Source: an optimization exercise on an open RTL-to-GDS flow (aim: small area and a short achievable clock period). Production flows keep margins and buffers that such runs may drop. The RTL was checked by simulation tests, not by an equivalence proof against the original design.

`flow/flow/run.sh`:
```
#!/bin/bash
# Layout flow: the standard ORFS flow (standard.sh, unchanged synthesis), with
#  - after synthesis, flow/polarity.py flips full-adder cells (FA(~a,~b,~c) = ~FA(a,b,c))
#    so that fewer inverters are needed around them; registers are untouched
#  - port buffers made of plain buffers instead of the delay cells buffer_ports picks
set -euo pipefail
cd "$(dirname "$0")/.."
source flow/params.sh
export BUFFER_PORTS_ARGS
export SETUP_SLACK_MARGIN
R=orfs/results/sky130hd/mul_pipe_single/base
bash standard.sh synth > synth.log 2>&1
if [[ "${POLARITY:-1}" == 1 ]]; then
  cp $R/1_2_yosys.v $R/1_2_yosys.std.v
  python3 flow/polarity.py $R/1_2_yosys.std.v $R/1_2_yosys.v > polarity.log 2>&1
  rm -f $R/1_synth.odb
fi
bash standard.sh > standard.log 2>&1
```
`flow/flow/polarity.py`:
```
#!/usr/bin/env python3
"""Remove inverters around full adders in a flat gate-level netlist.

An xor2/xnor2 cell can be swapped for the other to invert its output. A full adder is self-dual: FA(~a, ~b, ~c) = (~cout, ~sum). So a full-adder cell can be
"flipped" (fed the complements of its inputs, its outputs then carry the complements of
their old values) without changing the circuit's function. This script chooses which
full adders to flip so that as few inverters as possible are needed, then rewrites the
netlist: inverters that only feed cell pins are removed and re-created where needed.
Registers, ports and all other cells are untouched.

usage: polarity.py IN.v OUT.v
"""
import random
import re
import sys
from collections import defaultdict

INV = re.compile(r'sky130_fd_sc_hd__(clk)?inv_\d+$')
FA = re.compile(r'sky130_fd_sc_hd__fa_\d+$')
XO = re.compile(r'sky130_fd_sc_hd__x(n?)or2_(\d+)$')
OUTPINS = {'X', 'Y', 'Q', 'Q_N', 'SUM', 'COUT', 'HI', 'LO'}

src = open(sys.argv[1]).read()
m = re.search(r'\bmodule\b.*?;', src, re.S)
endm = src.rindex('endmodule')
body = src[m.end():endm]

# statements of the module body
stmts = [s for s in re.split(r';', body)]
cells = []    # dict(type, name, pins: [(pin, net)], idx)
other = []    # (idx, text)
ports = set()
for i, s in enumerate(stmts):
    t = s.strip()
    if not t:
        continue
    cm = re.match(r'(sky130_fd_sc_hd__\w+)\s+(\S+)\s*\((.*)\)\s*$', t, re.S)
    if cm:
        pins = [(p, n.strip()) for p, n in re.findall(r'\.(\w+)\(([^()]*)\)', cm.group(3))]
        cells.append({'type': cm.group(1), 'name': cm.group(2), 'pins': pins})
        continue
    pm = re.match(r'(input|output|inout)\s+(\[[^\]]*\]\s*)?(\S+)', t)
    if pm:
        ports.add(pm.group(3))
    other.append(t)

def base_name(net):
    return re.sub(r'\s*\[\d+\]$', '', net.strip())

driver = {}
loads = defaultdict(list)   # net -> [(cell index, pin index)]
for ci, c in enumerate(cells):
    for pi, (p, n) in enumerate(c['pins']):
        if p in OUTPINS:
            driver[n] = ci
        else:
            loads[n].append((ci, pi))
# nets read by assign statements or ports count as fixed loads
assign_rhs = set()
for t in other:
    am = re.match(r'assign\s+(.*?)\s*=\s*(.*)$', t, re.S)
    if am:
        for tok in re.findall(r'\\\S+|[A-Za-z_][\w$]*(?:\s*\[\d+\])?', am.group(2)):
            assign_rhs.add(tok.strip())

def is_port_net(n):
    return base_name(n) in ports

# removable inverters: output feeds only cell input pins, is no port, no assign source
removable = set()
for ci, c in enumerate(cells):
    if INV.match(c['type']):
        y = dict(c['pins'])['Y']
        if not is_port_net(y) and y not in assign_rhs and y in loads:
            removable.add(ci)

def resolve(net):
    """logical source of a net: (base net, polarity) through removable inverters"""
    pol = 0
    seen = 0
    while net in driver and driver[net] in removable and seen < 100:
        net = dict(cells[driver[net]]['pins'])['A']
        pol ^= 1
        seen += 1
    return net, pol

fas = [ci for ci, c in enumerate(cells) if FA.match(c['type'])]
xos = [ci for ci, c in enumerate(cells) if XO.match(c['type'])]
flip = defaultdict(int)

# load requirements: list of (cell index, pin index, base, pol)
reqs = []
for ci, c in enumerate(cells):
    if ci in removable:
        continue
    for pi, (p, n) in enumerate(c['pins']):
        if p in OUTPINS:
            continue
        b, pol = resolve(n)
        reqs.append((ci, pi, b, pol))
by_base = defaultdict(list)
by_cell = defaultdict(list)
for r in reqs:
    by_base[r[2]].append(r)
    by_cell[r[0]].append(r)

def phys(b):
    d = driver.get(b)
    return flip[d] if d is not None and (FA.match(cells[d]['type']) or XO.match(cells[d]['type'])) else 0

def need(r):
    ci, pi, b, pol = r
    want = pol ^ (flip[ci] if FA.match(cells[ci]['type']) else 0)
    return want ^ phys(b)

def base_cost(b):
    return 1 if any(need(r) for r in by_base[b]) else 0

def fa_bases(ci):
    bs = {r[2] for r in by_cell[ci]}
    for p, n in cells[ci]['pins']:
        if p in OUTPINS:
            bs.add(n)
    return bs

total0 = sum(base_cost(b) for b in by_base)
movable = fas + xos
rng = random.Random(1)
best = None
for trial in range(30):
    if trial:
        for ci in movable:
            flip[ci] = best[ci]
        # perturb the best solution a little, then descend again
        for ci in rng.sample(movable, max(1, len(movable) // 10)):
            flip[ci] ^= 1
    for sweep in range(200):
        changed = False
        order = list(movable)
        rng.shuffle(order)
        for ci in order:
            bs = fa_bases(ci)
            before = sum(base_cost(b) for b in bs)
            flip[ci] ^= 1
            after = sum(base_cost(b) for b in bs)
            if after < before:
                changed = True
            elif after == before and rng.random() < 0.3 and sweep < 150:
                pass
            else:
                flip[ci] ^= 1
        if not changed and sweep >= 150:
            break
    cost = sum(base_cost(b) for b in by_base)
    if best is None or cost < best_cost:
        best, best_cost = {ci: flip[ci] for ci in movable}, cost
for ci in movable:
    flip[ci] = best[ci]
total1 = sum(base_cost(b) for b in by_base)

# rewrite
def esc(n):
    return n + ' ' if n.startswith('\\') else n

comp = {}
newcells = []
k = 0
for b in by_base:
    if base_cost(b):
        k += 1
        nn = f'polinv_n{k}'
        comp[b] = nn
        newcells.append(f'  sky130_fd_sc_hd__inv_1 polinv_{k} (\n    .A({esc(b)}),\n    .Y({nn})\n  );')
for r in reqs:
    ci, pi, b, pol = r
    p, _ = cells[ci]['pins'][pi]
    cells[ci]['pins'][pi] = (p, comp[b] if need(r) else b)

out = [src[:m.end()], '\n']
for t in other:
    out.append('  ' + t + ' ;\n')
for nn in comp.values():
    out.append(f'  wire {nn};\n')
for ci, c in enumerate(cells):
    if ci in removable:
        continue
    xm = XO.match(c['type'])
    if xm and flip[ci]:
        c['type'] = f"sky130_fd_sc_hd__{'xor2' if xm.group(1) else 'xnor2'}_{xm.group(2)}"
        # xor2 drives X, xnor2 drives Y
        c['pins'] = [({'X': 'Y', 'Y': 'X'}.get(p, p), n) for p, n in c['pins']]
    pins = ',\n'.join(f'    .{p}({esc(n)})' for p, n in c['pins'])
    out.append(f'  {c["type"]} {c["name"]} (\n{pins}\n  );\n')
out.append('\n'.join(newcells) + '\n')
out.append(src[endm:])
open(sys.argv[2], 'w').write(''.join(out))
print(f'polarity: {len(fas)} full adders, {sum(flip[c] for c in fas)} flipped, '
      f'{sum(flip[c] for c in xos)} of {len(xos)} xor/xnor swapped, inverters {len(removable)} removable -> {len(comp)} needed '
      f'(cost before {total0}, after {total1})', file=sys.stderr)
```
`flow/constraint.sdc`:
```
create_clock -name core_clock -period 10.0 [get_ports {clk}]
set_input_delay 2.0000 -clock core_clock [delete_from_list [all_inputs] [get_ports {clk}]]
set_output_delay 2.0000 -clock core_clock [all_outputs]
set_load 0.01 [all_outputs]
```
`flow/flow/params.sh`:
```
BUFFER_PORTS_ARGS="-buffer_cell sky130_fd_sc_hd__buf_1"
SETUP_SLACK_MARGIN=5.0
POLARITY=1
```
`flow/config.mk`:
```
export PLATFORM = sky130hd
export DESIGN_NAME = mul_pipe_single
export DESIGN_NICKNAME = mul_pipe_single
export VERILOG_FILES = /design/flow/design.v
export SDC_FILE = /design/flow/constraint.sdc
export NUM_CORES = 4
export LEC_CHECK = 0
export ABC_AREA = 1
export CAP_MARGIN = 20
export CORE_MARGIN = 2
export CORE_UTILIZATION = 40
export SLEW_MARGIN = 20
```
`flow/design.v`:
```
`timescale 1ns/1ps
module mul_pipe_single #(
  parameter XLEN    = 32,
  parameter RD_BITS = 5,
  parameter TAG_W   = 4
) (
  input  wire                 clk,
  input  wire                 rst,
  input  wire                 EX_mul,
  input  wire [XLEN-1:0]      EX_mul_a,
  input  wire [XLEN-1:0]      EX_mul_b,
  input  wire [RD_BITS-1:0]   EX_mul_rd,
  input  wire [TAG_W-1:0]     EX_mul_tag,
  input  wire                 MEM_we,     
  input  wire                 MEM_jlx,    
  output wire                 mul_result_valid,
  output wire [XLEN-1:0]      mul_result,
  output wire [RD_BITS-1:0]   mul_rd,           
  output wire [TAG_W-1:0]     mul_result_tag,   
  output wire                 mul_busy,
  output wire [RD_BITS-1:0]   mul_busy_rd,
  output wire [TAG_W-1:0]     mul_busy_tag,
  output wire                 mul_wb_conflict_stall,
  output wire                 mul_issue_stall
);
  reg  [2:0]         cnt;
  reg  [31:0]        a;
  reg  [31:0]        pbn;     
  reg  [3:0]         bo, bt;   
  reg  [23:0]        acc;
  reg  [RD_BITS-1:0] rd;
  reg  [TAG_W-1:0]   tag;
  wire idle  = (cnt == 3'd0);
  wire valid = (cnt == 3'd5);
  assign mul_busy         = !idle;
  assign mul_result_valid = valid;
  assign mul_result       = valid ? ~pbn : 32'd0;
  assign mul_rd           = valid ? rd  : {RD_BITS{1'b0}};
  assign mul_result_tag   = valid ? tag : {TAG_W{1'b0}};
  assign mul_busy_rd      = mul_rd;
  assign mul_busy_tag     = mul_result_tag;
  assign mul_wb_conflict_stall = valid && (MEM_we || MEM_jlx);
  assign mul_issue_stall       = EX_mul && !idle;
  wire [8:0] nw = idle ? {EX_mul_b[7:0], 1'b0} : ~pbn[15:7];
  wire [3:0] no, nt;
  wire [3:0] bn = ~{pbn[7], pbn[5], pbn[3], pbn[1]};
  genvar gj;
  generate
    for (gj = 0; gj < 4; gj = gj + 1) begin : g_booth
      assign no[gj] = nw[2*gj] ^ nw[2*gj+1];
      assign nt[gj] = (nw[2*gj+2] & ~nw[2*gj+1] & ~nw[2*gj]) | (~nw[2*gj+2] & nw[2*gj+1] & nw[2*gj]);
    end
  endgenerate
  wire [31:0] sa, sb, x;
  wire pp1;
  wire pp2;
  wire pp3;
  wire pp4;
  wire pp5;
  wire pp6;
  wire pp7;
  wire pp8;
  wire pp9;
  wire pp10;
  wire pp11;
  wire pp12;
  wire pp13;
  wire pp14;
  wire pp15;
  wire pp16;
  wire pp17;
  wire pp18;
  wire pp19;
  wire pp20;
  wire pp21;
  wire pp22;
  wire pp23;
  wire pp24;
  wire pp25;
  wire pp26;
  wire pp27;
  wire pp28;
  wire pp29;
  wire pp30;
  wire pp31;
  wire pp32;
  wire pp33;
  wire pp34;
  wire pp35;
  wire pp36;
  wire pp37;
  wire pp38;
  wire pp39;
  wire pp40;
  wire pp41;
  wire pp42;
  wire pp43;
  wire pp44;
  wire pp45;
  wire pp46;
  wire pp47;
  wire pp48;
  wire pp49;
  wire pp50;
  wire pp51;
  wire pp52;
  wire pp53;
  wire pp54;
  wire pp55;
  wire pp56;
  wire pp57;
  wire pp58;
  wire pp59;
  wire pp60;
  wire pp61;
  wire pp62;
  wire pp63;
  wire pp64;
  wire pp65;
  wire pp66;
  wire pp67;
  wire pp68;
  wire pp69;
  wire pp70;
  wire pp71;
  wire pp72;
  wire pp73;
  wire pp74;
  wire pp75;
  wire pp76;
  wire pp77;
  wire pp78;
  wire pp79;
  wire pp80;
  wire pp81;
  wire pp82;
  wire pp83;
  wire pp84;
  wire pp85;
  wire pp86;
  wire pp87;
  wire pp88;
  wire pp89;
  wire pp90;
  wire pp91;
  wire pp92;
  wire pp93;
  wire pp94;
  wire pp95;
  wire pp96;
  wire pp97;
  wire pp98;
  wire pp99;
  wire pp100;
  wire pp101;
  wire pp102;
  wire pp103;
  wire pp104;
  wire pp105;
  wire pp106;
  wire pp107;
  wire pp108;
  wire pp109;
  wire pp110;
  wire pp111;
  wire pp112;
  wire pp113;
  wire pp114;
  wire pp115;
  wire pp116;
  wire s117;
  wire c118;
  wire s119;
  wire c120;
  wire s121;
  wire c122;
  wire s123;
  wire c124;
  wire s125;
  wire c126;
  wire s127;
  wire c128;
  wire s129;
  wire c130;
  wire s131;
  wire c132;
  wire s133;
  wire c134;
  wire s135;
  wire c136;
  wire s137;
  wire c138;
  wire s139;
  wire c140;
  wire s141;
  wire c142;
  wire s143;
  wire c144;
  wire s145;
  wire c146;
  wire s147;
  wire c148;
  wire s149;
  wire c150;
  wire s151;
  wire c152;
  wire s153;
  wire c154;
  wire s155;
  wire c156;
  wire s157;
  wire c158;
  wire s159;
  wire c160;
  wire s161;
  wire c162;
  wire s163;
  wire c164;
  wire s165;
  wire c166;
  wire s167;
  wire c168;
  wire s169;
  wire c170;
  wire s171;
  wire c172;
  wire s173;
  wire c174;
  wire s175;
  wire c176;
  wire s177;
  wire c178;
  wire s179;
  wire c180;
  wire s181;
  wire c182;
  wire s183;
  wire c184;
  wire s185;
  wire c186;
  wire s187;
  wire c188;
  wire s189;
  wire c190;
  wire s191;
  wire c192;
  wire s193;
  wire c194;
  wire s195;
  wire c196;
  wire s197;
  wire c198;
  wire s199;
  wire c200;
  wire s201;
  wire c202;
  wire s203;
  wire c204;
  wire s205;
  wire c206;
  wire s207;
  wire c208;
  wire s209;
  wire c210;
  wire s211;
  wire c212;
  wire s213;
  wire c214;
  wire s215;
  wire c216;
  wire s217;
  wire c218;
  wire s219;
  wire c220;
  wire s221;
  wire c222;
  wire s223;
  wire c224;
  wire s225;
  wire c226;
  wire s227;
  wire c228;
  wire s229;
  wire c230;
  wire s231;
  wire c232;
  wire s233;
  wire c234;
  wire s235;
  wire c236;
  wire s237;
  wire c238;
  wire s239;
  wire c240;
  wire s241;
  wire c242;
  wire s243;
  wire c244;
  wire s245;
  wire c246;
  wire s247;
  wire c248;
  wire s249;
  wire c250;
  wire s251;
  wire c252;
  wire s253;
  wire c254;
  wire s255;
  wire c256;
  wire s257;
  wire c258;
  wire s259;
  wire c260;
  wire s261;
  wire c262;
  wire s263;
  wire c264;
  wire s265;
  wire c266;
  wire s267;
  wire c268;
  wire s269;
  wire c270;
  wire s271;
  wire c272;
  wire s273;
  wire c274;
  wire s275;
  wire c276;
  wire s277;
  wire c278;
  wire s279;
  wire c280;
  wire s281;
  wire c282;
  wire s283;
  wire c284;
  wire g285;
  wire p286;
  wire g287;
  wire p288;
  wire g289;
  wire p290;
  wire g291;
  wire p292;
  wire g293;
  wire p294;
  wire g295;
  wire p296;
  wire g297;
  wire p298;
  wire g299;
  wire p300;
  wire g301;
  wire p302;
  wire g303;
  wire p304;
  wire g305;
  wire p306;
  wire g307;
  wire p308;
  wire g309;
  wire p310;
  wire g311;
  wire p312;
  wire g313;
  wire p314;
  wire g315;
  wire p316;
  wire g317;
  wire p318;
  wire g319;
  wire p320;
  wire g321;
  wire p322;
  wire g323;
  wire p324;
  wire g325;
  wire p326;
  wire g327;
  wire p328;
  wire g329;
  wire p330;
  wire g331;
  wire p332;
  wire g333;
  wire p334;
  wire g335;
  wire p336;
  wire g337;
  wire p338;
  wire g339;
  wire p340;
  wire g341;
  wire p342;
  wire g343;
  wire p344;
  wire g345;
  wire p346;
  wire g347;
  wire p348;
  wire g349;
  wire g350;
  wire p351;
  wire g352;
  wire p353;
  wire g354;
  wire p355;
  wire g356;
  wire p357;
  wire g358;
  wire p359;
  wire g360;
  wire p361;
  wire g362;
  wire p363;
  wire g364;
  wire p365;
  wire g366;
  wire p367;
  wire g368;
  wire p369;
  wire g370;
  wire p371;
  wire g372;
  wire p373;
  wire g374;
  wire p375;
  wire g376;
  wire p377;
  wire g378;
  wire p379;
  wire g380;
  wire p381;
  wire g382;
  wire p383;
  wire g384;
  wire p385;
  wire g386;
  wire p387;
  wire g388;
  wire p389;
  wire g390;
  wire p391;
  wire g392;
  wire p393;
  wire g394;
  wire p395;
  wire g396;
  wire p397;
  wire g398;
  wire p399;
  wire g400;
  wire p401;
  wire g402;
  wire p403;
  wire g404;
  wire p405;
  wire g406;
  wire p407;
  wire g408;
  wire p409;
  wire g410;
  wire p411;
  wire g412;
  wire p413;
  wire g414;
  wire p415;
  wire g416;
  wire p417;
  wire g418;
  wire p419;
  wire g420;
  wire p421;
  wire g422;
  wire p423;
  wire g424;
  wire p425;
  wire g426;
  wire p427;
  wire g428;
  wire p429;
  wire g430;
  wire p431;
  wire g432;
  wire p433;
  wire g434;
  wire p435;
  wire g436;
  wire p437;
  wire g438;
  wire p439;
  wire g440;
  wire p441;
  wire g442;
  wire p443;
  wire g444;
  wire p445;
  wire g446;
  wire p447;
  wire g448;
  wire p449;
  wire g450;
  wire p451;
  wire g452;
  wire p453;
  wire g454;
  wire p455;
  wire g456;
  wire p457;
  wire g458;
  wire p459;
  wire g460;
  wire p461;
  wire g462;
  wire p463;
  wire g464;
  wire p465;
  wire g466;
  wire p467;
  wire g468;
  wire p469;
  wire g470;
  wire p471;
  wire g472;
  wire p473;
  wire g474;
  wire p475;
  wire g476;
  wire p477;
  wire g478;
  wire p479;
  wire g480;
  wire p481;
  wire g482;
  wire p483;
  wire g484;
  wire p485;
  wire g486;
  wire p487;
  wire g488;
  wire p489;
  wire g490;
  wire p491;
  wire g492;
  wire p493;
  wire g494;
  wire p495;
  wire g496;
  wire p497;
  wire g498;
  wire p499;
  wire g500;
  wire p501;
  wire g502;
  wire p503;
  wire g504;
  wire p505;
  wire g506;
  wire p507;
  wire g508;
  wire p509;
  assign pp1 = (bo[0] & a[0]) ^ bn[0];
  assign pp2 = ((bo[0] & a[1]) | (bt[0] & a[0])) ^ bn[0];
  assign pp3 = ((bo[0] & a[2]) | (bt[0] & a[1])) ^ bn[0];
  assign pp4 = ((bo[0] & a[3]) | (bt[0] & a[2])) ^ bn[0];
  assign pp5 = ((bo[0] & a[4]) | (bt[0] & a[3])) ^ bn[0];
  assign pp6 = ((bo[0] & a[5]) | (bt[0] & a[4])) ^ bn[0];
  assign pp7 = ((bo[0] & a[6]) | (bt[0] & a[5])) ^ bn[0];
  assign pp8 = ((bo[0] & a[7]) | (bt[0] & a[6])) ^ bn[0];
  assign pp9 = ((bo[0] & a[8]) | (bt[0] & a[7])) ^ bn[0];
  assign pp10 = ((bo[0] & a[9]) | (bt[0] & a[8])) ^ bn[0];
  assign pp11 = ((bo[0] & a[10]) | (bt[0] & a[9])) ^ bn[0];
  assign pp12 = ((bo[0] & a[11]) | (bt[0] & a[10])) ^ bn[0];
  assign pp13 = ((bo[0] & a[12]) | (bt[0] & a[11])) ^ bn[0];
  assign pp14 = ((bo[0] & a[13]) | (bt[0] & a[12])) ^ bn[0];
  assign pp15 = ((bo[0] & a[14]) | (bt[0] & a[13])) ^ bn[0];
  assign pp16 = ((bo[0] & a[15]) | (bt[0] & a[14])) ^ bn[0];
  assign pp17 = ((bo[0] & a[16]) | (bt[0] & a[15])) ^ bn[0];
  assign pp18 = ((bo[0] & a[17]) | (bt[0] & a[16])) ^ bn[0];
  assign pp19 = ((bo[0] & a[18]) | (bt[0] & a[17])) ^ bn[0];
  assign pp20 = ((bo[0] & a[19]) | (bt[0] & a[18])) ^ bn[0];
  assign pp21 = ((bo[0] & a[20]) | (bt[0] & a[19])) ^ bn[0];
  assign pp22 = ((bo[0] & a[21]) | (bt[0] & a[20])) ^ bn[0];
  assign pp23 = ((bo[0] & a[22]) | (bt[0] & a[21])) ^ bn[0];
  assign pp24 = ((bo[0] & a[23]) | (bt[0] & a[22])) ^ bn[0];
  assign pp25 = ((bo[0] & a[24]) | (bt[0] & a[23])) ^ bn[0];
  assign pp26 = ((bo[0] & a[25]) | (bt[0] & a[24])) ^ bn[0];
  assign pp27 = ((bo[0] & a[26]) | (bt[0] & a[25])) ^ bn[0];
  assign pp28 = ((bo[0] & a[27]) | (bt[0] & a[26])) ^ bn[0];
  assign pp29 = ((bo[0] & a[28]) | (bt[0] & a[27])) ^ bn[0];
  assign pp30 = ((bo[0] & a[29]) | (bt[0] & a[28])) ^ bn[0];
  assign pp31 = ((bo[0] & a[30]) | (bt[0] & a[29])) ^ bn[0];
  assign pp32 = ((bo[0] & a[31]) | (bt[0] & a[30])) ^ bn[0];
  assign pp33 = (bo[1] & a[0]) ^ bn[1];
  assign pp34 = ((bo[1] & a[1]) | (bt[1] & a[0])) ^ bn[1];
  assign pp35 = ((bo[1] & a[2]) | (bt[1] & a[1])) ^ bn[1];
  assign pp36 = ((bo[1] & a[3]) | (bt[1] & a[2])) ^ bn[1];
  assign pp37 = ((bo[1] & a[4]) | (bt[1] & a[3])) ^ bn[1];
  assign pp38 = ((bo[1] & a[5]) | (bt[1] & a[4])) ^ bn[1];
  assign pp39 = ((bo[1] & a[6]) | (bt[1] & a[5])) ^ bn[1];
  assign pp40 = ((bo[1] & a[7]) | (bt[1] & a[6])) ^ bn[1];
  assign pp41 = ((bo[1] & a[8]) | (bt[1] & a[7])) ^ bn[1];
  assign pp42 = ((bo[1] & a[9]) | (bt[1] & a[8])) ^ bn[1];
  assign pp43 = ((bo[1] & a[10]) | (bt[1] & a[9])) ^ bn[1];
  assign pp44 = ((bo[1] & a[11]) | (bt[1] & a[10])) ^ bn[1];
  assign pp45 = ((bo[1] & a[12]) | (bt[1] & a[11])) ^ bn[1];
  assign pp46 = ((bo[1] & a[13]) | (bt[1] & a[12])) ^ bn[1];
  assign pp47 = ((bo[1] & a[14]) | (bt[1] & a[13])) ^ bn[1];
  assign pp48 = ((bo[1] & a[15]) | (bt[1] & a[14])) ^ bn[1];
  assign pp49 = ((bo[1] & a[16]) | (bt[1] & a[15])) ^ bn[1];
  assign pp50 = ((bo[1] & a[17]) | (bt[1] & a[16])) ^ bn[1];
  assign pp51 = ((bo[1] & a[18]) | (bt[1] & a[17])) ^ bn[1];
  assign pp52 = ((bo[1] & a[19]) | (bt[1] & a[18])) ^ bn[1];
  assign pp53 = ((bo[1] & a[20]) | (bt[1] & a[19])) ^ bn[1];
  assign pp54 = ((bo[1] & a[21]) | (bt[1] & a[20])) ^ bn[1];
  assign pp55 = ((bo[1] & a[22]) | (bt[1] & a[21])) ^ bn[1];
  assign pp56 = ((bo[1] & a[23]) | (bt[1] & a[22])) ^ bn[1];
  assign pp57 = ((bo[1] & a[24]) | (bt[1] & a[23])) ^ bn[1];
  assign pp58 = ((bo[1] & a[25]) | (bt[1] & a[24])) ^ bn[1];
  assign pp59 = ((bo[1] & a[26]) | (bt[1] & a[25])) ^ bn[1];
  assign pp60 = ((bo[1] & a[27]) | (bt[1] & a[26])) ^ bn[1];
  assign pp61 = ((bo[1] & a[28]) | (bt[1] & a[27])) ^ bn[1];
  assign pp62 = ((bo[1] & a[29]) | (bt[1] & a[28])) ^ bn[1];
  assign pp63 = (bo[2] & a[0]) ^ bn[2];
  assign pp64 = ((bo[2] & a[1]) | (bt[2] & a[0])) ^ bn[2];
  assign pp65 = ((bo[2] & a[2]) | (bt[2] & a[1])) ^ bn[2];
  assign pp66 = ((bo[2] & a[3]) | (bt[2] & a[2])) ^ bn[2];
  assign pp67 = ((bo[2] & a[4]) | (bt[2] & a[3])) ^ bn[2];
  assign pp68 = ((bo[2] & a[5]) | (bt[2] & a[4])) ^ bn[2];
  assign pp69 = ((bo[2] & a[6]) | (bt[2] & a[5])) ^ bn[2];
  assign pp70 = ((bo[2] & a[7]) | (bt[2] & a[6])) ^ bn[2];
  assign pp71 = ((bo[2] & a[8]) | (bt[2] & a[7])) ^ bn[2];
  assign pp72 = ((bo[2] & a[9]) | (bt[2] & a[8])) ^ bn[2];
  assign pp73 = ((bo[2] & a[10]) | (bt[2] & a[9])) ^ bn[2];
  assign pp74 = ((bo[2] & a[11]) | (bt[2] & a[10])) ^ bn[2];
  assign pp75 = ((bo[2] & a[12]) | (bt[2] & a[11])) ^ bn[2];
  assign pp76 = ((bo[2] & a[13]) | (bt[2] & a[12])) ^ bn[2];
  assign pp77 = ((bo[2] & a[14]) | (bt[2] & a[13])) ^ bn[2];
  assign pp78 = ((bo[2] & a[15]) | (bt[2] & a[14])) ^ bn[2];
  assign pp79 = ((bo[2] & a[16]) | (bt[2] & a[15])) ^ bn[2];
  assign pp80 = ((bo[2] & a[17]) | (bt[2] & a[16])) ^ bn[2];
  assign pp81 = ((bo[2] & a[18]) | (bt[2] & a[17])) ^ bn[2];
  assign pp82 = ((bo[2] & a[19]) | (bt[2] & a[18])) ^ bn[2];
  assign pp83 = ((bo[2] & a[20]) | (bt[2] & a[19])) ^ bn[2];
  assign pp84 = ((bo[2] & a[21]) | (bt[2] & a[20])) ^ bn[2];
  assign pp85 = ((bo[2] & a[22]) | (bt[2] & a[21])) ^ bn[2];
  assign pp86 = ((bo[2] & a[23]) | (bt[2] & a[22])) ^ bn[2];
  assign pp87 = ((bo[2] & a[24]) | (bt[2] & a[23])) ^ bn[2];
  assign pp88 = ((bo[2] & a[25]) | (bt[2] & a[24])) ^ bn[2];
  assign pp89 = ((bo[2] & a[26]) | (bt[2] & a[25])) ^ bn[2];
  assign pp90 = ((bo[2] & a[27]) | (bt[2] & a[26])) ^ bn[2];
  assign pp91 = (bo[3] & a[0]) ^ bn[3];
  assign pp92 = ((bo[3] & a[1]) | (bt[3] & a[0])) ^ bn[3];
  assign pp93 = ((bo[3] & a[2]) | (bt[3] & a[1])) ^ bn[3];
  assign pp94 = ((bo[3] & a[3]) | (bt[3] & a[2])) ^ bn[3];
  assign pp95 = ((bo[3] & a[4]) | (bt[3] & a[3])) ^ bn[3];
  assign pp96 = ((bo[3] & a[5]) | (bt[3] & a[4])) ^ bn[3];
  assign pp97 = ((bo[3] & a[6]) | (bt[3] & a[5])) ^ bn[3];
  assign pp98 = ((bo[3] & a[7]) | (bt[3] & a[6])) ^ bn[3];
  assign pp99 = ((bo[3] & a[8]) | (bt[3] & a[7])) ^ bn[3];
  assign pp100 = ((bo[3] & a[9]) | (bt[3] & a[8])) ^ bn[3];
  assign pp101 = ((bo[3] & a[10]) | (bt[3] & a[9])) ^ bn[3];
  assign pp102 = ((bo[3] & a[11]) | (bt[3] & a[10])) ^ bn[3];
  assign pp103 = ((bo[3] & a[12]) | (bt[3] & a[11])) ^ bn[3];
  assign pp104 = ((bo[3] & a[13]) | (bt[3] & a[12])) ^ bn[3];
  assign pp105 = ((bo[3] & a[14]) | (bt[3] & a[13])) ^ bn[3];
  assign pp106 = ((bo[3] & a[15]) | (bt[3] & a[14])) ^ bn[3];
  assign pp107 = ((bo[3] & a[16]) | (bt[3] & a[15])) ^ bn[3];
  assign pp108 = ((bo[3] & a[17]) | (bt[3] & a[16])) ^ bn[3];
  assign pp109 = ((bo[3] & a[18]) | (bt[3] & a[17])) ^ bn[3];
  assign pp110 = ((bo[3] & a[19]) | (bt[3] & a[18])) ^ bn[3];
  assign pp111 = ((bo[3] & a[20]) | (bt[3] & a[19])) ^ bn[3];
  assign pp112 = ((bo[3] & a[21]) | (bt[3] & a[20])) ^ bn[3];
  assign pp113 = ((bo[3] & a[22]) | (bt[3] & a[21])) ^ bn[3];
  assign pp114 = ((bo[3] & a[23]) | (bt[3] & a[22])) ^ bn[3];
  assign pp115 = ((bo[3] & a[24]) | (bt[3] & a[23])) ^ bn[3];
  assign pp116 = ((bo[3] & a[25]) | (bt[3] & a[24])) ^ bn[3];
  assign s117 = acc[4] ^ pp5 ^ pp35;
  assign c118 = (acc[4] & pp5) | (acc[4] & pp35) | (pp5 & pp35);
  assign s119 = acc[5] ^ pp6 ^ pp36;
  assign c120 = (acc[5] & pp6) | (acc[5] & pp36) | (pp6 & pp36);
  assign s121 = acc[6] ^ pp7 ^ pp37;
  assign c122 = (acc[6] & pp7) | (acc[6] & pp37) | (pp7 & pp37);
  assign s123 = pp65 ^ pp91 ^ bn[3];
  assign c124 = (pp65 & pp91) | (pp65 & bn[3]) | (pp91 & bn[3]);
  assign s125 = acc[7] ^ pp8 ^ pp38;
  assign c126 = (acc[7] & pp8) | (acc[7] & pp38) | (pp8 & pp38);
  assign s127 = pp66 ^ pp92 ^ s125;
  assign c128 = (pp66 & pp92) | (pp66 & s125) | (pp92 & s125);
  assign s129 = acc[8] ^ pp9 ^ pp39;
  assign c130 = (acc[8] & pp9) | (acc[8] & pp39) | (pp9 & pp39);
  assign s131 = pp67 ^ pp93 ^ s129;
  assign c132 = (pp67 & pp93) | (pp67 & s129) | (pp93 & s129);
  assign s133 = acc[9] ^ pp10 ^ pp40;
  assign c134 = (acc[9] & pp10) | (acc[9] & pp40) | (pp10 & pp40);
  assign s135 = pp68 ^ pp94 ^ s133;
  assign c136 = (pp68 & pp94) | (pp68 & s133) | (pp94 & s133);
  assign s137 = acc[10] ^ pp11 ^ pp41;
  assign c138 = (acc[10] & pp11) | (acc[10] & pp41) | (pp11 & pp41);
  assign s139 = pp69 ^ pp95 ^ s137;
  assign c140 = (pp69 & pp95) | (pp69 & s137) | (pp95 & s137);
  assign s141 = acc[11] ^ pp12 ^ pp42;
  assign c142 = (acc[11] & pp12) | (acc[11] & pp42) | (pp12 & pp42);
  assign s143 = pp70 ^ pp96 ^ s141;
  assign c144 = (pp70 & pp96) | (pp70 & s141) | (pp96 & s141);
  assign s145 = acc[12] ^ pp13 ^ pp43;
  assign c146 = (acc[12] & pp13) | (acc[12] & pp43) | (pp13 & pp43);
  assign s147 = pp71 ^ pp97 ^ s145;
  assign c148 = (pp71 & pp97) | (pp71 & s145) | (pp97 & s145);
  assign s149 = acc[13] ^ pp14 ^ pp44;
  assign c150 = (acc[13] & pp14) | (acc[13] & pp44) | (pp14 & pp44);
  assign s151 = pp72 ^ pp98 ^ s149;
  assign c152 = (pp72 & pp98) | (pp72 & s149) | (pp98 & s149);
  assign s153 = acc[14] ^ pp15 ^ pp45;
  assign c154 = (acc[14] & pp15) | (acc[14] & pp45) | (pp15 & pp45);
  assign s155 = pp73 ^ pp99 ^ s153;
  assign c156 = (pp73 & pp99) | (pp73 & s153) | (pp99 & s153);
  assign s157 = acc[15] ^ pp16 ^ pp46;
  assign c158 = (acc[15] & pp16) | (acc[15] & pp46) | (pp16 & pp46);
  assign s159 = pp74 ^ pp100 ^ s157;
  assign c160 = (pp74 & pp100) | (pp74 & s157) | (pp100 & s157);
  assign s161 = acc[16] ^ pp17 ^ pp47;
  assign c162 = (acc[16] & pp17) | (acc[16] & pp47) | (pp17 & pp47);
  assign s163 = pp75 ^ pp101 ^ s161;
  assign c164 = (pp75 & pp101) | (pp75 & s161) | (pp101 & s161);
  assign s165 = acc[17] ^ pp18 ^ pp48;
  assign c166 = (acc[17] & pp18) | (acc[17] & pp48) | (pp18 & pp48);
  assign s167 = pp76 ^ pp102 ^ s165;
  assign c168 = (pp76 & pp102) | (pp76 & s165) | (pp102 & s165);
  assign s169 = acc[18] ^ pp19 ^ pp49;
  assign c170 = (acc[18] & pp19) | (acc[18] & pp49) | (pp19 & pp49);
  assign s171 = pp77 ^ pp103 ^ s169;
  assign c172 = (pp77 & pp103) | (pp77 & s169) | (pp103 & s169);
  assign s173 = acc[19] ^ pp20 ^ pp50;
  assign c174 = (acc[19] & pp20) | (acc[19] & pp50) | (pp20 & pp50);
  assign s175 = pp78 ^ pp104 ^ s173;
  assign c176 = (pp78 & pp104) | (pp78 & s173) | (pp104 & s173);
  assign s177 = acc[20] ^ pp21 ^ pp51;
  assign c178 = (acc[20] & pp21) | (acc[20] & pp51) | (pp21 & pp51);
  assign s179 = pp79 ^ pp105 ^ s177;
  assign c180 = (pp79 & pp105) | (pp79 & s177) | (pp105 & s177);
  assign s181 = acc[21] ^ pp22 ^ pp52;
  assign c182 = (acc[21] & pp22) | (acc[21] & pp52) | (pp22 & pp52);
  assign s183 = pp80 ^ pp106 ^ s181;
  assign c184 = (pp80 & pp106) | (pp80 & s181) | (pp106 & s181);
  assign s185 = acc[22] ^ pp23 ^ pp53;
  assign c186 = (acc[22] & pp23) | (acc[22] & pp53) | (pp23 & pp53);
  assign s187 = pp81 ^ pp107 ^ s185;
  assign c188 = (pp81 & pp107) | (pp81 & s185) | (pp107 & s185);
  assign s189 = acc[23] ^ pp24 ^ pp54;
  assign c190 = (acc[23] & pp24) | (acc[23] & pp54) | (pp24 & pp54);
  assign s191 = pp82 ^ pp108 ^ s189;
  assign c192 = (pp82 & pp108) | (pp82 & s189) | (pp108 & s189);
  assign s193 = pp25 ^ pp55 ^ pp83;
  assign c194 = (pp25 & pp55) | (pp25 & pp83) | (pp55 & pp83);
  assign s195 = pp26 ^ pp56 ^ pp84;
  assign c196 = (pp26 & pp56) | (pp26 & pp84) | (pp56 & pp84);
  assign s197 = pp27 ^ pp57 ^ pp85;
  assign c198 = (pp27 & pp57) | (pp27 & pp85) | (pp57 & pp85);
  assign s199 = pp28 ^ pp58 ^ pp86;
  assign c200 = (pp28 & pp58) | (pp28 & pp86) | (pp58 & pp86);
  assign s201 = pp29 ^ pp59 ^ pp87;
  assign c202 = (pp29 & pp59) | (pp29 & pp87) | (pp59 & pp87);
  assign s203 = pp30 ^ pp60 ^ pp88;
  assign c204 = (pp30 & pp60) | (pp30 & pp88) | (pp60 & pp88);
  assign s205 = pp31 ^ pp61 ^ pp89;
  assign c206 = (pp31 & pp61) | (pp31 & pp89) | (pp61 & pp89);
  assign s207 = pp32 ^ pp62 ^ pp90;
  assign c208 = (pp32 & pp62) | (pp32 & pp90) | (pp62 & pp90);
  assign s209 = acc[2] ^ pp3 ^ pp33;
  assign c210 = (acc[2] & pp3) | (acc[2] & pp33) | (pp3 & pp33);
  assign s211 = acc[3] ^ pp4 ^ pp34;
  assign c212 = (acc[3] & pp4) | (acc[3] & pp34) | (pp4 & pp34);
  assign s213 = pp63 ^ bn[2] ^ s117;
  assign c214 = (pp63 & bn[2]) | (pp63 & s117) | (bn[2] & s117);
  assign s215 = pp64 ^ s119 ^ c118;
  assign c216 = (pp64 & s119) | (pp64 & c118) | (s119 & c118);
  assign s217 = s121 ^ s123 ^ c120;
  assign c218 = (s121 & s123) | (s121 & c120) | (s123 & c120);
  assign s219 = s127 ^ c122 ^ c124;
  assign c220 = (s127 & c122) | (s127 & c124) | (c122 & c124);
  assign s221 = s131 ^ c126 ^ c128;
  assign c222 = (s131 & c126) | (s131 & c128) | (c126 & c128);
  assign s223 = s135 ^ c130 ^ c132;
  assign c224 = (s135 & c130) | (s135 & c132) | (c130 & c132);
  assign s225 = s139 ^ c134 ^ c136;
  assign c226 = (s139 & c134) | (s139 & c136) | (c134 & c136);
  assign s227 = s143 ^ c138 ^ c140;
  assign c228 = (s143 & c138) | (s143 & c140) | (c138 & c140);
  assign s229 = s147 ^ c142 ^ c144;
  assign c230 = (s147 & c142) | (s147 & c144) | (c142 & c144);
  assign s231 = s151 ^ c146 ^ c148;
  assign c232 = (s151 & c146) | (s151 & c148) | (c146 & c148);
  assign s233 = s155 ^ c150 ^ c152;
  assign c234 = (s155 & c150) | (s155 & c152) | (c150 & c152);
  assign s235 = s159 ^ c154 ^ c156;
  assign c236 = (s159 & c154) | (s159 & c156) | (c154 & c156);
  assign s237 = s163 ^ c158 ^ c160;
  assign c238 = (s163 & c158) | (s163 & c160) | (c158 & c160);
  assign s239 = s167 ^ c162 ^ c164;
  assign c240 = (s167 & c162) | (s167 & c164) | (c162 & c164);
  assign s241 = s171 ^ c166 ^ c168;
  assign c242 = (s171 & c166) | (s171 & c168) | (c166 & c168);
  assign s243 = s175 ^ c170 ^ c172;
  assign c244 = (s175 & c170) | (s175 & c172) | (c170 & c172);
  assign s245 = s179 ^ c174 ^ c176;
  assign c246 = (s179 & c174) | (s179 & c176) | (c174 & c176);
  assign s247 = s183 ^ c178 ^ c180;
  assign c248 = (s183 & c178) | (s183 & c180) | (c178 & c180);
  assign s249 = s187 ^ c182 ^ c184;
  assign c250 = (s187 & c182) | (s187 & c184) | (c182 & c184);
  assign s251 = s191 ^ c186 ^ c188;
  assign c252 = (s191 & c186) | (s191 & c188) | (c186 & c188);
  assign s253 = pp109 ^ s193 ^ c190;
  assign c254 = (pp109 & s193) | (pp109 & c190) | (s193 & c190);
  assign s255 = pp110 ^ s195 ^ c194;
  assign c256 = (pp110 & s195) | (pp110 & c194) | (s195 & c194);
  assign s257 = pp111 ^ s197 ^ c196;
  assign c258 = (pp111 & s197) | (pp111 & c196) | (s197 & c196);
  assign s259 = pp112 ^ s199 ^ c198;
  assign c260 = (pp112 & s199) | (pp112 & c198) | (s199 & c198);
  assign s261 = pp113 ^ s201 ^ c200;
  assign c262 = (pp113 & s201) | (pp113 & c200) | (s201 & c200);
  assign s263 = pp114 ^ s203 ^ c202;
  assign c264 = (pp114 & s203) | (pp114 & c202) | (s203 & c202);
  assign s265 = pp115 ^ s205 ^ c204;
  assign c266 = (pp115 & s205) | (pp115 & c204) | (s205 & c204);
  assign s267 = pp116 ^ s207 ^ c206;
  assign c268 = (pp116 & s207) | (pp116 & c206) | (s207 & c206);
  assign s269 = c192 ^ s253 ^ c252;
  assign c270 = (c192 & s253) | (c192 & c252) | (s253 & c252);
  assign s271 = s255 ^ c254;
  assign c272 = s255 & c254;
  assign s273 = s257 ^ c256;
  assign c274 = s257 & c256;
  assign s275 = s259 ^ c258;
  assign c276 = s259 & c258;
  assign s277 = s261 ^ c260;
  assign c278 = s261 & c260;
  assign s279 = s263 ^ c262;
  assign c280 = s263 & c262;
  assign s281 = s265 ^ c264;
  assign c282 = s265 & c264;
  assign s283 = s267 ^ c266;
  assign c284 = s267 & c266;
  assign sa = {s283, s281, s279, s277, s275, s273, s271, s269, s251, s249, s247, s245, s243, s241, s239, s237, s235, s233, s231, s229, s227, s225, s223, s221, s219, s217, s215, s213, s211, bn[1], acc[1], acc[0]};
  assign sb = {c282, c280, c278, c276, c274, c272, c270, 1'b0, c250, c248, c246, c244, c242, c240, c238, c236, c234, c232, c230, c228, c226, c224, c222, c220, c218, c216, c214, c212, c210, s209, pp2, pp1};
  assign g285 = (sa[0] & sb[0]);
  assign p286 = (sa[0] ^ sb[0]);
  assign g287 = (sa[1] & sb[1]);
  assign p288 = (sa[1] ^ sb[1]);
  assign g289 = (sa[2] & sb[2]);
  assign p290 = (sa[2] ^ sb[2]);
  assign g291 = (sa[3] & sb[3]);
  assign p292 = (sa[3] ^ sb[3]);
  assign g293 = (sa[4] & sb[4]);
  assign p294 = (sa[4] ^ sb[4]);
  assign g295 = (sa[5] & sb[5]);
  assign p296 = (sa[5] ^ sb[5]);
  assign g297 = (sa[6] & sb[6]);
  assign p298 = (sa[6] ^ sb[6]);
  assign g299 = (sa[7] & sb[7]);
  assign p300 = (sa[7] ^ sb[7]);
  assign g301 = (sa[8] & sb[8]);
  assign p302 = (sa[8] ^ sb[8]);
  assign g303 = (sa[9] & sb[9]);
  assign p304 = (sa[9] ^ sb[9]);
  assign g305 = (sa[10] & sb[10]);
  assign p306 = (sa[10] ^ sb[10]);
  assign g307 = (sa[11] & sb[11]);
  assign p308 = (sa[11] ^ sb[11]);
  assign g309 = (sa[12] & sb[12]);
  assign p310 = (sa[12] ^ sb[12]);
  assign g311 = (sa[13] & sb[13]);
  assign p312 = (sa[13] ^ sb[13]);
  assign g313 = (sa[14] & sb[14]);
  assign p314 = (sa[14] ^ sb[14]);
  assign g315 = (sa[15] & sb[15]);
  assign p316 = (sa[15] ^ sb[15]);
  assign g317 = (sa[16] & sb[16]);
  assign p318 = (sa[16] ^ sb[16]);
  assign g319 = (sa[17] & sb[17]);
  assign p320 = (sa[17] ^ sb[17]);
  assign g321 = (sa[18] & sb[18]);
  assign p322 = (sa[18] ^ sb[18]);
  assign g323 = (sa[19] & sb[19]);
  assign p324 = (sa[19] ^ sb[19]);
  assign g325 = (sa[20] & sb[20]);
  assign p326 = (sa[20] ^ sb[20]);
  assign g327 = (sa[21] & sb[21]);
  assign p328 = (sa[21] ^ sb[21]);
  assign g329 = (sa[22] & sb[22]);
  assign p330 = (sa[22] ^ sb[22]);
  assign g331 = (sa[23] & sb[23]);
  assign p332 = (sa[23] ^ sb[23]);
  assign g333 = (sa[24] & sb[24]);
  assign p334 = (sa[24] ^ sb[24]);
  assign g335 = (sa[25] & sb[25]);
  assign p336 = (sa[25] ^ sb[25]);
  assign g337 = (sa[26] & sb[26]);
  assign p338 = (sa[26] ^ sb[26]);
  assign g339 = (sa[27] & sb[27]);
  assign p340 = (sa[27] ^ sb[27]);
  assign g341 = (sa[28] & sb[28]);
  assign p342 = (sa[28] ^ sb[28]);
  assign g343 = (sa[29] & sb[29]);
  assign p344 = (sa[29] ^ sb[29]);
  assign g345 = (sa[30] & sb[30]);
  assign p346 = (sa[30] ^ sb[30]);
  assign g347 = (sa[31] & sb[31]);
  assign p348 = (sa[31] ^ sb[31]);
  assign g349 = g285 | (p286 & bn[0]);
  assign g350 = g287 | (p288 & g349);
  assign p351 = p288 & p286;
  assign g352 = g291 | (p292 & g289);
  assign p353 = p292 & p290;
  assign g354 = g295 | (p296 & g293);
  assign p355 = p296 & p294;
  assign g356 = g299 | (p300 & g297);
  assign p357 = p300 & p298;
  assign g358 = g303 | (p304 & g301);
  assign p359 = p304 & p302;
  assign g360 = g307 | (p308 & g305);
  assign p361 = p308 & p306;
  assign g362 = g311 | (p312 & g309);
  assign p363 = p312 & p310;
  assign g364 = g315 | (p316 & g313);
  assign p365 = p316 & p314;
  assign g366 = g319 | (p320 & g317);
  assign p367 = p320 & p318;
  assign g368 = g323 | (p324 & g321);
  assign p369 = p324 & p322;
  assign g370 = g327 | (p328 & g325);
  assign p371 = p328 & p326;
  assign g372 = g331 | (p332 & g329);
  assign p373 = p332 & p330;
  assign g374 = g335 | (p336 & g333);
  assign p375 = p336 & p334;
  assign g376 = g339 | (p340 & g337);
  assign p377 = p340 & p338;
  assign g378 = g343 | (p344 & g341);
  assign p379 = p344 & p342;
  assign g380 = g347 | (p348 & g345);
  assign p381 = p348 & p346;
  assign g382 = g289 | (p290 & g350);
  assign p383 = p290 & p351;
  assign g384 = g352 | (p353 & g350);
  assign p385 = p353 & p351;
  assign g386 = g297 | (p298 & g354);
  assign p387 = p298 & p355;
  assign g388 = g356 | (p357 & g354);
  assign p389 = p357 & p355;
  assign g390 = g305 | (p306 & g358);
  assign p391 = p306 & p359;
  assign g392 = g360 | (p361 & g358);
  assign p393 = p361 & p359;
  assign g394 = g313 | (p314 & g362);
  assign p395 = p314 & p363;
  assign g396 = g364 | (p365 & g362);
  assign p397 = p365 & p363;
  assign g398 = g321 | (p322 & g366);
  assign p399 = p322 & p367;
  assign g400 = g368 | (p369 & g366);
  assign p401 = p369 & p367;
  assign g402 = g329 | (p330 & g370);
  assign p403 = p330 & p371;
  assign g404 = g372 | (p373 & g370);
  assign p405 = p373 & p371;
  assign g406 = g337 | (p338 & g374);
  assign p407 = p338 & p375;
  assign g408 = g376 | (p377 & g374);
  assign p409 = p377 & p375;
  assign g410 = g345 | (p346 & g378);
  assign p411 = p346 & p379;
  assign g412 = g380 | (p381 & g378);
  assign p413 = p381 & p379;
  assign g414 = g293 | (p294 & g384);
  assign p415 = p294 & p385;
  assign g416 = g354 | (p355 & g384);
  assign p417 = p355 & p385;
  assign g418 = g386 | (p387 & g384);
  assign p419 = p387 & p385;
  assign g420 = g388 | (p389 & g384);
  assign p421 = p389 & p385;
  assign g422 = g309 | (p310 & g392);
  assign p423 = p310 & p393;
  assign g424 = g362 | (p363 & g392);
  assign p425 = p363 & p393;
  assign g426 = g394 | (p395 & g392);
  assign p427 = p395 & p393;
  assign g428 = g396 | (p397 & g392);
  assign p429 = p397 & p393;
  assign g430 = g325 | (p326 & g400);
  assign p431 = p326 & p401;
  assign g432 = g370 | (p371 & g400);
  assign p433 = p371 & p401;
  assign g434 = g402 | (p403 & g400);
  assign p435 = p403 & p401;
  assign g436 = g404 | (p405 & g400);
  assign p437 = p405 & p401;
  assign g438 = g341 | (p342 & g408);
  assign p439 = p342 & p409;
  assign g440 = g378 | (p379 & g408);
  assign p441 = p379 & p409;
  assign g442 = g410 | (p411 & g408);
  assign p443 = p411 & p409;
  assign g444 = g412 | (p413 & g408);
  assign p445 = p413 & p409;
  assign g446 = g301 | (p302 & g420);
  assign p447 = p302 & p421;
  assign g448 = g358 | (p359 & g420);
  assign p449 = p359 & p421;
  assign g450 = g390 | (p391 & g420);
  assign p451 = p391 & p421;
  assign g452 = g392 | (p393 & g420);
  assign p453 = p393 & p421;
  assign g454 = g422 | (p423 & g420);
  assign p455 = p423 & p421;
  assign g456 = g424 | (p425 & g420);
  assign p457 = p425 & p421;
  assign g458 = g426 | (p427 & g420);
  assign p459 = p427 & p421;
  assign g460 = g428 | (p429 & g420);
  assign p461 = p429 & p421;
  assign g462 = g333 | (p334 & g436);
  assign p463 = p334 & p437;
  assign g464 = g374 | (p375 & g436);
  assign p465 = p375 & p437;
  assign g466 = g406 | (p407 & g436);
  assign p467 = p407 & p437;
  assign g468 = g408 | (p409 & g436);
  assign p469 = p409 & p437;
  assign g470 = g438 | (p439 & g436);
  assign p471 = p439 & p437;
  assign g472 = g440 | (p441 & g436);
  assign p473 = p441 & p437;
  assign g474 = g442 | (p443 & g436);
  assign p475 = p443 & p437;
  assign g476 = g444 | (p445 & g436);
  assign p477 = p445 & p437;
  assign g478 = g317 | (p318 & g460);
  assign p479 = p318 & p461;
  assign g480 = g366 | (p367 & g460);
  assign p481 = p367 & p461;
  assign g482 = g398 | (p399 & g460);
  assign p483 = p399 & p461;
  assign g484 = g400 | (p401 & g460);
  assign p485 = p401 & p461;
  assign g486 = g430 | (p431 & g460);
  assign p487 = p431 & p461;
  assign g488 = g432 | (p433 & g460);
  assign p489 = p433 & p461;
  assign g490 = g434 | (p435 & g460);
  assign p491 = p435 & p461;
  assign g492 = g436 | (p437 & g460);
  assign p493 = p437 & p461;
  assign g494 = g462 | (p463 & g460);
  assign p495 = p463 & p461;
  assign g496 = g464 | (p465 & g460);
  assign p497 = p465 & p461;
  assign g498 = g466 | (p467 & g460);
  assign p499 = p467 & p461;
  assign g500 = g468 | (p469 & g460);
  assign p501 = p469 & p461;
  assign g502 = g470 | (p471 & g460);
  assign p503 = p471 & p461;
  assign g504 = g472 | (p473 & g460);
  assign p505 = p473 & p461;
  assign g506 = g474 | (p475 & g460);
  assign p507 = p475 & p461;
  assign g508 = g476 | (p477 & g460);
  assign p509 = p477 & p461;
  assign x[0] = p286 ^ bn[0];
  assign x[1] = p288 ^ g349;
  assign x[2] = p290 ^ g350;
  assign x[3] = p292 ^ g382;
  assign x[4] = p294 ^ g384;
  assign x[5] = p296 ^ g414;
  assign x[6] = p298 ^ g416;
  assign x[7] = p300 ^ g418;
  assign x[8] = p302 ^ g420;
  assign x[9] = p304 ^ g446;
  assign x[10] = p306 ^ g448;
  assign x[11] = p308 ^ g450;
  assign x[12] = p310 ^ g452;
  assign x[13] = p312 ^ g454;
  assign x[14] = p314 ^ g456;
  assign x[15] = p316 ^ g458;
  assign x[16] = p318 ^ g460;
  assign x[17] = p320 ^ g478;
  assign x[18] = p322 ^ g480;
  assign x[19] = p324 ^ g482;
  assign x[20] = p326 ^ g484;
  assign x[21] = p328 ^ g486;
  assign x[22] = p330 ^ g488;
  assign x[23] = p332 ^ g490;
  assign x[24] = p334 ^ g492;
  assign x[25] = p336 ^ g494;
  assign x[26] = p338 ^ g496;
  assign x[27] = p340 ^ g498;
  assign x[28] = p342 ^ g500;
  assign x[29] = p344 ^ g502;
  assign x[30] = p346 ^ g504;
  assign x[31] = p348 ^ g506;
  always @(posedge clk) begin
    if (rst) cnt <= 3'd0;
    else if (idle) cnt <= EX_mul ? 3'd1 : 3'd0;
    else if (valid) cnt <= 3'd0;
    else cnt <= cnt + 3'd1;
    bo <= no;
    bt <= nt;
    if (idle) begin
      a     <= EX_mul_a;
      pbn   <= ~EX_mul_b;
      rd    <= EX_mul_rd;
      tag   <= EX_mul_tag;
      acc   <= 24'd0;
    end else begin
      pbn   <= {~x[7:0], pbn[31:8]};
      acc   <= x[31:8];
    end
  end
endmodule
```
`flow/standard.sh`:
```
#!/bin/bash
# synth_recipe.tcl (not shown) runs the flow's synth.tcl, then flattens the netlist and writes it again
# the make line also repeats each setting of config.mk as NAME=value (left out here)
make -C /OpenROAD-flow-scripts/flow DESIGN_CONFIG=/design/flow/config.mk WORK_HOME=/design/flow/orfs CLKGATE_MAP_FILE= SYNTH_SCRIPT=/design/flow/synth_recipe.tcl "${@:-finish}"
```
==> results of run 1 <==
-- cell usage in the layout (no fill, tap or decap), drive strengths merged, types with 12 or more instances in the layout --
cell,instances
xnor2,67
clkinvlp,12
nand3,35
nand2,163
edfxtp,41
buf,139
inv,135
o22ai,107
dfxtp,67
ha,37
fa,78
xor2,55
nor2,93
a21oi,38
o21ai,36
-- state kept, by name, indices dropped and copies added (netlist names) --
name	flops
rd	5
cnt	3
a	32
bt	4
acc	24
pbn	32
bo	4
tag	4
-- cell type report --
type                    instances  area, sq um  share of cell area (%)
flip-flops and latches        108         2575                   26.07
well taps                     280        350.3                   3.547
clock inverters                 7        68.82                  0.6967
repair inverters                6        37.54                  0.3800
multi-input cells             734         5532                   56.00
inverters                     137        536.8                   5.435
repair buffers                139        551.8                   5.587
clock buffers                   9        225.2                   2.280
-- worst reg2reg max path, cell delays in order (launching register included) --
cell and delay (ns):
dfxtp_2 0.65, clkinvlp_4 0.48, xor2_1 0.32, fa_1 0.47
fa_1 0.57, fa_1 0.41, ha_1 0.33, nand2_1 0.08
nand2_1 0.08, nand2_1 0.07, nand2_1 0.11, a21oi_2 0.20
nand2_4 0.17, fa_1 0.45, inv_1 0.07, xor2_1 0.13
nor2_1 0.06
-- path summary, 6_finish.rpt --
check	from	end	slack [ns]	depth (start not counted)
max	pbn[1]	acc[9]	5.25	16
min	pbn[21]	pbn[13]	0.48	2
max reg2reg	pbn[1]	acc[9]	5.25	16
min reg2reg	pbn[21]	pbn[13]	0.48	2
-- through the flow --
step                      std cells  util, %
after floorplan                1034        -
after global placement         1396    43.56
after detailed placement       1396    43.56
after CTS                      1414    45.01
after global routing           1420    45.26
final                          1420    45.26
-- what timing repair did --
item / in CTS / in global routing
gates resized for setup: 5 / 6
buffers inserted: 0 / 2
setup endpoints to repair: 8 / 10
cloned: 2 / 4
-- layer usage --
layer  global-route usage (%)  wire length (microns)  vias to the layer above
met3                    4.281                   1683                       21
met4                    5.159                    340                        0
met2                    33.86                  11320                      288
met5                        0                      0                        -
li1                         -                      -                     3553
met1                    27.85                  10820                     3445
==> metrics.md, run 1 <==
| Metric | Value |
|---|---|
| Period utilization | 47.45% |
| First-pass GRT wire length | 38150 microns |
| Die W | 153.2 microns |
| CTS H-tree depth | 3 |
| Worst-Skew Late Latency | 0.37 ns |
| Crit-path cells | clkinvlp_4 > xor2_1 > fa_1 > fa_1 > fa_1 > ha_1 > nand2_1 > nand2_1 > nand2_1 > nand2_1 > a21oi_2 > nand2_4 > fa_1 > inv_1 > xor2_1 > nor2_1 |
| Mapped Cells | 1034 |
| RSZ-0062 raised after global routing | true |
| Area delta synth->final | 10.92% |
| Hold violation total from the final report | 0 |
| Die H | 153.2 microns |
| Global route overflow | 0 |
| Yosys Warn Count | 1 |
| Syn Area/Cell | 8.612 sq um |
| CP arrival | 4.99 ns |
| Tmin final | 4.745 ns |
| Clock Root Buffer | clkbuf_16 |
| RD Place Congestion | 0.8561 |
| IO Count | 132 |
| Die Area | 23470 sq um |
| Routed len/inst | 17.02 microns |
| Residual DRC count | 0 |
| Fin worst setup slack | 5.255 ns |
| Vias | 7307 |
| Clk slew on worst S/H paths | 0.09 ns |
| IO buf count | 131 |
| Dpl hpwl | 17840 microns |
| Final Skew | 0.01780 ns |
| Nets | 1328 |
| Vias in the first global route | 7166 |
| CTS tree | done |
| Critical path fanouts, max | 16 |
| Antenna Cells | 0 |
| Kind of critical path | reg2reg |
| Top delay family on crit path | adder cells |
| Max incr delay on CP | 0.65 ns |
| Initial drt markers | 650 |
| CTS buffer count | 9 |
| Largest net degree at the start of global routing | 63 |
| TNS Setup | 0 ns |
| Buf+Inv Stages, Crit Path | 2 |
| Dpl ws | 4.751 ns |
| Max Fclk | 210.7 MHz |
| Fin Hold WS | 0.4809 ns |
| Final instance area | 9877 sq um |
| Status | finished clean |
| Syn Nets | 1227 |
| Max_slew headroom | 37.67% |
| Placed instance area | 9505 sq um |
| Antenna violations before repair | 0 |
| Worst Tran Pin Value | 0.9339 ns |
| Post-DRT Antenna Nets | 0 |
| Final Max Slew Viols | 0 |
| Mapped Area | 8905 sq um |
| Routed wire length | 24160 microns |
| Data required, critical path | 10.24 ns |
| Core Rows | 54 |
| Fill cells | 2179 |
| Core area | 21820 sq um |
| Longest Clk Path Bufs | 2 |
| MaxCap Viol Count | 0 |
| Final setup viols | 0 |
| GRT Total Usage | 20.59% |
| Cts hold-fix bufs | 0 |
| Iteration count of the initial detailed-routing pass | 7 |
| Type of the most critical hold path | reg2reg |
| Via density | 5.146 |
| CP max stage cell | dfxtp_2 |
| Startpoint class of the critical path | flip-flop |
| Clk sink count | 108 |
| Worst setup EP type | flip-flop |
| Share of layout cells above drive strength 1 | 5.965% |
| Initial Utilization | 40.80% |
==> inputs of run 2 (changes only) <==
--- a/flow/config.mk
+++ b/flow/config.mk
@@ -6,5 +6,4 @@
 export NUM_CORES = 4
 export LEC_CHECK = 0
-export ABC_AREA = 1
 export CAP_MARGIN = 20
 export CORE_MARGIN = 2
==> run 2 against run 1 <==
Area after synthesis decreased by 4.1%. Sequential cell count is the same. Critical path type unchanged.
==> metrics.md, run 2 <==
| Metric | Value |
|---|---|
| Status | finished clean |
| Area delta synth->final | 11.20% |
| Most frequent cells in the layout | buf_1, a22oi_1, xor2_1, fa_1, dfxtp_1 |
| Worst-Skew Late Latency | 0.37 ns (about the same) |
| Hold violation total from the final report | 0 (unchanged) |
| Data required, critical path | 10.24 ns (about the same) |
| Max incr delay on CP | 0.56 ns (-0.09 ns) |
| Initial Utilization | 40.75% (-0.059 points) |
| CTS H-tree depth | 3 (unchanged) |
| Clk slew on worst S/H paths | 0.09 ns (about the same) |
| Type of the most critical hold path | reg2reg |
| Die Area | 22530 sq um (-4.0%) |
| Max Fclk | 208.6 MHz (-0.99%) |
| Critical path fanouts, max | 30 (+14) |
| Cts hold-fix bufs | 0 (unchanged) |
| RD Place Congestion | 0.7992 (-6.6%) |
| Tmin final | 4.793 ns (+0.04766 ns) |
| Syn Area/Cell | 10.12 sq um (+17%) |
| Crit-path cells | buf_6 > a22oi_1 > xnor2_1 > fa_1 > fa_1 > fa_1 > ha_1 > a21o_1 > a221o_1 > a22o_4 > a2111oi_4 > o31ai_1 > a211oi_1 > nor3_1 |
| Startpoint class of the critical path | flip-flop |
| Clock Root Buffer | clkbuf_16 |
| Antenna Cells | 0 (unchanged) |
| Residual DRC count | 0 (unchanged) |
| Largest net degree at the start of global routing | 64 (+1.6%) |
| Routed len/inst | 17.95 microns (+5.5%) |
| TNS Setup | 0 ns (unchanged) |
| Nets | 1112 (-16%) |
| Vias | 6477 (-11%) |
| FF+latch area | 2577 sq um (about the same) |
| Kind of critical path | reg2reg |
| Iteration count of the initial detailed-routing pass | 5 (-2) |
| Die H | 150.1 microns (-2.0%) |
| Antenna violations before repair | 0 (unchanged) |
| CP arrival | 5.03 ns (+0.04 ns) |
| Commonest non-fill, non-tap cell in the layout | buf_1 |
| Mapped Area | 8538 sq um (-4.1%) |
| Top Registers | a: 32 flops, pbn: 32 flops, acc: 24 flops |
| Share of layout cells above drive strength 1 | 5.519% (-0.45 points) |
| Syn Nets | 1037 (-15%) |
| Area of the multi-input gates | 5490 sq um (-0.75%) |
| Worst Tran Pin Value | 0.7213 ns (-0.2126 ns) |
| Longest Clk Path Bufs | 2 (unchanged) |
| CTS tree | done |
| Max_slew headroom | 51.85% (+14 points) |
| First-pass GRT wire length | 34710 microns (-9.0%) |
| Placed insts | 1176 (-16%) |
| MaxCap Viol Count | 0 (unchanged) |
| IO buf count | 131 (unchanged) |
| Final non-filler cell total | 1199 (-16%) |
| Core area | 20960 sq um (-4.0%) |
| Post-DRT Antenna Nets | 0 (unchanged) |
| CP dominant cell by count | fa_1 |
| CTS buffer count | 9 (unchanged) |
| Mapped Cells | 844 (-18%) |
| IO Count | 132 (unchanged) |
| Final Skew | 0.01416 ns (-0.003642 ns) |
| Worst setup EP type | flip-flop |
| Initial drt markers | 443 (-32%) |
| Die W | 150.1 microns (-2.0%) |
| Routed wire length | 21520 microns (-11%) |
| Final Max Slew Viols | 0 (unchanged) |
| Clk sink count | 108 (unchanged) |
| Global route overflow | 0 (unchanged) |
| RSZ-0062 raised after global routing | false |
| Vias in the first global route | 6447 (-10%) |
| Final setup viols | 0 (unchanged) |
| GRT Total Usage | 19.83% (-0.76 points) |
| Dpl hpwl | 15250 microns (-15%) |
| Fill cells | 2080 (-4.5%) |
| Period utilization | 47.93% (+0.48 points) |
| Core Rows | 53 (-1.9%) |
| Via density | 5.402 (+5.0%) |
| Yosys Warn Count | 1 (unchanged) |
| CP max stage cell | fa_1 |
## run 2: layer usage
layer	global-route usage (%)	share of wire [%]	vias to the layer above
met5	0	0	-
met4	5.094	1.3	0
met3	2.909	4.3	20
met2	33.01	49	173
met1	27.17	45	3226
li1	-	-	3058
## run 2: worst paths after layout
path	start	to	slack, ns	depth (start not counted)
hold / removal	pbn[26]	pbn[18]	0.47	2
hold reg to reg	pbn[26]	pbn[18]	0.47	2
setup reg to reg	bo[1]	acc[21]	5.21	14
setup / recovery	bo[1]	acc[21]	5.21	14
## run 2: final cells by class
class / instances / area share (%)
Timing Repair Buffer: 151 / 6.958
Tap cell: 275 / 3.624
Inverter: 26 / 1.054
Sequential cell: 108 / 27.15
Clock inverter: 7 / 1.015
Multi-Input combinational cell: 623 / 57.83
Clock buffer: 9 / 2.372
## run 2: repair_timing
item | 4_1_cts | 5_1_grt
pin swaps | 0 | 1
hold endpoints to repair | 0 | 0
buffers inserted | 0 | 7
setup endpoints to repair | 16 | 8
gates resized for setup | 2 | 6
## run 2: metrics by stage
step	util, %	hold WS, ns	worst slack [ns]	instance area, sq um
2_1_floorplan	-	0.4257	5.323	8538
3_3_place_gp	43.39	0.4411	4.361	9092
3_5_place_dp	43.39	0.4475	4.614	9092
4_1_cts	44.94	0.4706	5.093	9418
5_1_grt	45.31	0.5074	4.973	9494
6_report	45.31	0.4652	5.207	9494
## run 2: critical path, delay by kind of cell, from the launching register on
kind / cells / cell delay [ns]
AO/OA/AOI/OAI: 7 / 1.92
XOR/XNOR: 1 / 0.25
adder cells (fa/ha/maj): 4 / 1.80
buffers and inverters: 1 / 0.28
flip-flops: 1 / 0.33
AND/OR/NAND/NOR: 1 / 0.07

## afterwards: timing with drivers on the ports
The flow's constraints put no driver on any port. The routed layouts listed below were extracted and timed again, unchanged, in two steps. Step 1 sets driving cells, clkbuf_16 on the clock port and buf_2 on the other inputs (assumed; they add their load-dependent delay and slew). Step 2 times the ports against the registers' clock, not the clock port: input delays grow and output delays shrink by t, the midpoint of the rising clock arrivals with the driver on. Slacks: ideal / step 1 / step 2; pairs: ideal / step 1.
run	t (ns)	setup WS [ns]	worst hold slack (ns)	worst setup path after step 2	slew at the worst register clock pin (ns)
run 1	0.406	5.255 / 5.255 / 5.255	0.481 / 0.481 / 0.481	register to register	0.09 / 0.09
run 2	0.404	5.207 / 5.207 / 5.207	0.465 / 0.465 / 0.465	register to register	0.09 / 0.09
After both steps setup and hold are still met in every run listed.
